Source: an optimization exercise on an open RTL-to-GDS flow (aim: small area, a short achievable clock period and few clock cycles). Production flows keep margins and buffers that such runs may drop.
The RTL was checked by simulation tests, not by an equivalence proof against the original design.
No activity file was given, so power comes from the tool's default toggle rates.

## nb_tx_top
module nb_tx_top #(parameter TBS = 16 , parameter G = 132, parameter Qm = 2, parameter rv_indx = 0)
    (
        output logic                  e_k,
        output logic                  RM_Valid,
        input logic                   i_data_crc,
        input logic                   i_clk_crc,
                                      i_rst_crc
    );
    logic [3:0]  lo;
    logic [8:0]  hi;
    logic [15:0] d;
    logic [16:0] m, mq;
    logic        din, load, e_en, enq, v_nxt;
    assign din = i_data_crc;
    always_ff @(posedge i_clk_crc, negedge i_rst_crc)
        if (!i_rst_crc) begin
            lo <= 4'd0;
            hi <= 9'd1;
        end else begin
            lo <= (lo == 4'd15) ? 4'd0 : lo + 4'd1;
            if (lo == 4'd15) hi <= {hi[7:0], 1'b0};
        end
    always_ff @(posedge i_clk_crc)
        d <= {d[14:0], load ? din : d[15]};
    always_ff @(posedge i_clk_crc, negedge i_rst_crc)
        if (!i_rst_crc) RM_Valid <= 1'b0;
        else RM_Valid <= v_nxt;
    always_ff @(posedge i_clk_crc)
        mq <= m;
    always_ff @(posedge i_clk_crc, negedge i_rst_crc)
        if (!i_rst_crc) enq <= 1'b0;
        else enq <= e_en;
    always_ff @(posedge i_clk_crc, negedge i_rst_crc)
        if (!i_rst_crc) e_k <= 1'b0;
        else if (enq) e_k <= ^({din, d} & mq);
    assign load = hi[0];
    assign v_nxt = (hi[0] & ((lo == 4'd9) | (lo == 4'd10) | (lo == 4'd11) | (lo == 4'd12) | (lo == 4'd13) | (lo == 4'd14) | (lo == 4'd15)))
        | hi[1]
        | hi[2]
        | hi[3]
        | hi[4]
        | hi[5]
        | hi[6]
        | hi[7]
        | (hi[8] & ((lo == 4'd0) | (lo == 4'd1) | (lo == 4'd2) | (lo == 4'd3) | (lo == 4'd4) | (lo == 4'd5) | (lo == 4'd6) | (lo == 4'd7) | (lo == 4'd8) | (lo == 4'd9) | (lo == 4'd10) | (lo == 4'd11) | (lo == 4'd12)));
    assign e_en = (hi[0] & ((lo == 4'd11) | (lo == 4'd13) | (lo == 4'd14) | (lo == 4'd15)))
  ...
Size in the first run: ~560 cells after synthesis, ~49 flip-flops, about 5 I/O pins, roughly 3500 um2 of cells after synthesis.
Settings: LEC_CHECK=0, ABC_AREA=1, CAP_MARGIN=20, CORE_MARGIN=2, CORE_UTILIZATION=30, CTS_BUF_LIST=sky130_fd_sc_hd__clkbuf_8, PLACE_DENSITY=0.5, SETUP_SLACK_MARGIN=4.5, SLEW_MARGIN=20; clock period 7.0 ns.
run.sh (not shown) runs the stock make flow with config.mk's settings and CLKGATE_MAP_FILE= SYNTH_SCRIPT=/design/flow/synth_recipe.tcl, a recipe that flattens the netlist after the stock synthesis.
Testbench counts at the start, summed over its fixed seeds: cycles 13,920.
Change:
==> flow/flow/run.sh (new file) <==
#!/bin/bash
set -euo pipefail
rm -rf myscripts
cp -r "$FLOW_HOME/scripts" myscripts
cp flow/abc_area.script myscripts/abc_area.script
bash standard.sh SCRIPTS_DIR="$PWD/myscripts" finish > make_finish.log 2>&1
==> flow/flow/abc_area.script (new file) <==
strash
&get -n
&fraig -x
&dc2
&put
dch -f
map -a
strash
dch -f
map -a
strash
dch -f
map -a
topo
==> flow/standard.sh (new file) <==
#!/bin/bash
# synth_recipe.tcl (not shown) runs the flow's synth.tcl, then flattens the netlist and writes it again
# the make line also repeats each setting of config.mk as NAME=value (left out here)
make -C /OpenROAD-flow-scripts/flow DESIGN_CONFIG=/design/flow/config.mk WORK_HOME=/design/flow/orfs CLKGATE_MAP_FILE= SYNTH_SCRIPT=/design/flow/synth_recipe.tcl "${@:-finish}"
- CORE_UTILIZATION: 30 -> 50
- CTS_BUF_LIST: sky130_fd_sc_hd__clkbuf_8 -> sky130_fd_sc_hd__clkbuf_16
- PLACE_DENSITY: 0.5 -> 0.7
removed: flow/run.sh
Effect: Sequential share of layout area went up by 2.6 points; sequential cell count does not change; setup slack loses 110 ps; non-clock buffer count grows by 11; wire length drops by about a fifth; global-route usage rises by 15 points; power rose by roughly a tenth.
Change:
==> flow/flow/abc_area.script (replaced) <==
strash
&get -n
&deepsyn -T 60 -I 8
&put
dch -f
map -a
strash
dch -f
map -a
topo
- CORE_UTILIZATION: 50 -> 30
- CTS_BUF_LIST: sky130_fd_sc_hd__clkbuf_16 -> unset
- PLACE_DENSITY: 0.7 -> 0.5
Effect: Global-route usage came out lower by 13 points. Total power went down by 6.5%. Synthesized cell count decreases by 1.7%. Design area goes up by 1.9%. Area after synthesis goes down by 1.6%. Cell count rises by 11%. Clock skew stays flat. Worst setup slack gains 120 ps.

* * *

## job 9379
Another version of the RTL of nb_tx_top (not shown whole).
Size in the first run: roughly 420 cells after synthesis, about 53 flip-flops, roughly 5 I/O pins, about 3000 sq um of cells after synthesis.
clock: 7.0 ns
lec_check: 0
abc_area: 1
cap_margin: 20
core_margin: 2
core_utilization: 30
cts_buf_list: sky130_fd_sc_hd__clkbuf_16
place_density: 0.5
setup_slack_margin: 5
slew_margin: 20
standard.sh (not shown) runs the stock make flow with config.mk's settings and CLKGATE_MAP_FILE= SYNTH_SCRIPT=/design/flow/synth_recipe.tcl, a recipe that flattens the netlist after the stock synthesis.
==> flow/flow/run.sh <==
#!/bin/bash
set -euo pipefail
rm -rf myscripts
cp -r "$FLOW_HOME/scripts" myscripts
cp flow/abc_area.script myscripts/abc_area.script
bash standard.sh SCRIPTS_DIR="$PWD/myscripts" finish > make_finish.log 2>&1
==> flow/flow/abc_area.script <==
strash
&get -n
&fraig -x
&dc2
&put
dch -f
map -a
strash
dch -f
map -a
strash
dch -f
map -a
topo
Testbench counts of job 9379, summed over its fixed seeds: cycles 13,920.
[inputs] job 7493 vs job 9379
- SETUP_SLACK_MARGIN changed from 5 to 4.7
==> run notes <==
Comparing job 9379 and job 7493, the higher area growth from synthesis to layout is on job 9379. Between job 9379 and job 7493, the count of final max-slew check failures figures differ only marginally. Job 7493 leaves less setup margin than job 9379.
diff inputs: job 7493 => job 2473
- SETUP_SLACK_MARGIN: 4.7 -> 4.8
- CTS_BUF_LIST: sky130_fd_sc_hd__clkbuf_16 -> sky130_fd_sc_hd__clkbuf_8
==> flow/flow/abc_area.script <==
strash
&get -n
&deepsyn -J 200
&put
dch -f
map -a
strash
dch -f
map -a
topo
Diff job 7493 -> job 2473: post-synthesis xor/xnor area fraction did not really move; vertical die dimension dropped about 1%; total power -about 17%.
On job 2473: wire length is 4.2% lower than what job 7493 gave.
On worst path arrival time, the higher figure sits with job 7493, not job 2473.
Comparing data required time at the worst endpoint for job 2473 and job 7493, the bigger number came from job 7493.
Of job 2473 and job 7493, the run reporting the lower highest fanout seen on the critical path was job 2473.
Job 2473 vs. job 7493: detailed placer's ending HPWL decreased about 0.56%, headroom to the max-slew limit increased 2.1 points.
Looking at end point of the critical path, the mq[11] result is from job 7493; the e_k one comes from job 2473.
Looking at utilization of the core after routing, job 2473 sits above job 7493.
Relative to job 7493, met3 track demand over resource increased by 0.50 points in job 2473.

## re-timing with driven ports
No port has a modelled driver above. Below, the same layouts with a new extraction and two added sets of constraints. Step 1 sets driving cells, clkbuf_16 on the clock port and buf_2 on the other inputs (assumed; they add their load-dependent delay and slew). Step 2 also shifts input and output timing later by t, the mid clock arrival at the registers, as if the neighbouring blocks saw the same clock. Three values: no drivers, after step 1, after step 2; two values: the first two.
run | t (ns) | slack for setup (ns) | hold WS [ns] | latest minus earliest clock arrival (ns) | pins driven straight from the clock port
the first run of note 1 | 0.356 | 4.546 / 4.546 / 4.546 | 0.357 / 0.357 / 0.357 | 0.011 / 0.011 | 1
the second run of note 1 | 0.321 | 4.441 / 4.441 / 4.347 | 0.348 / 0.348 / 0.348 | 0.012 / 0.012 | 1
the third run of note 1 | 0.348 | 4.563 / 4.563 / 4.302 | 0.343 / 0.343 / 0.343 | 0.013 / 0.013 | 1
job 9379 | 0.336 | 4.796 / 4.753 / 4.456 | 0.353 / 0.353 / 0.353 | 0.006 / 0.005 | 1
job 7493 | 0.329 | 4.681 / 4.681 / 4.452 | 0.353 / 0.353 / 0.353 | 0.005 / 0.005 | 1
job 2473 | 0.353 | 4.768 / 4.734 / 4.575 | 0.350 / 0.350 / 0.350 | 0.019 / 0.019 | 1
After both steps setup and hold are still met in every run listed. For job 9379, which loses most, drivers alone change the setup slack by -0.043 ns; drivers and shift together by -0.340 ns.
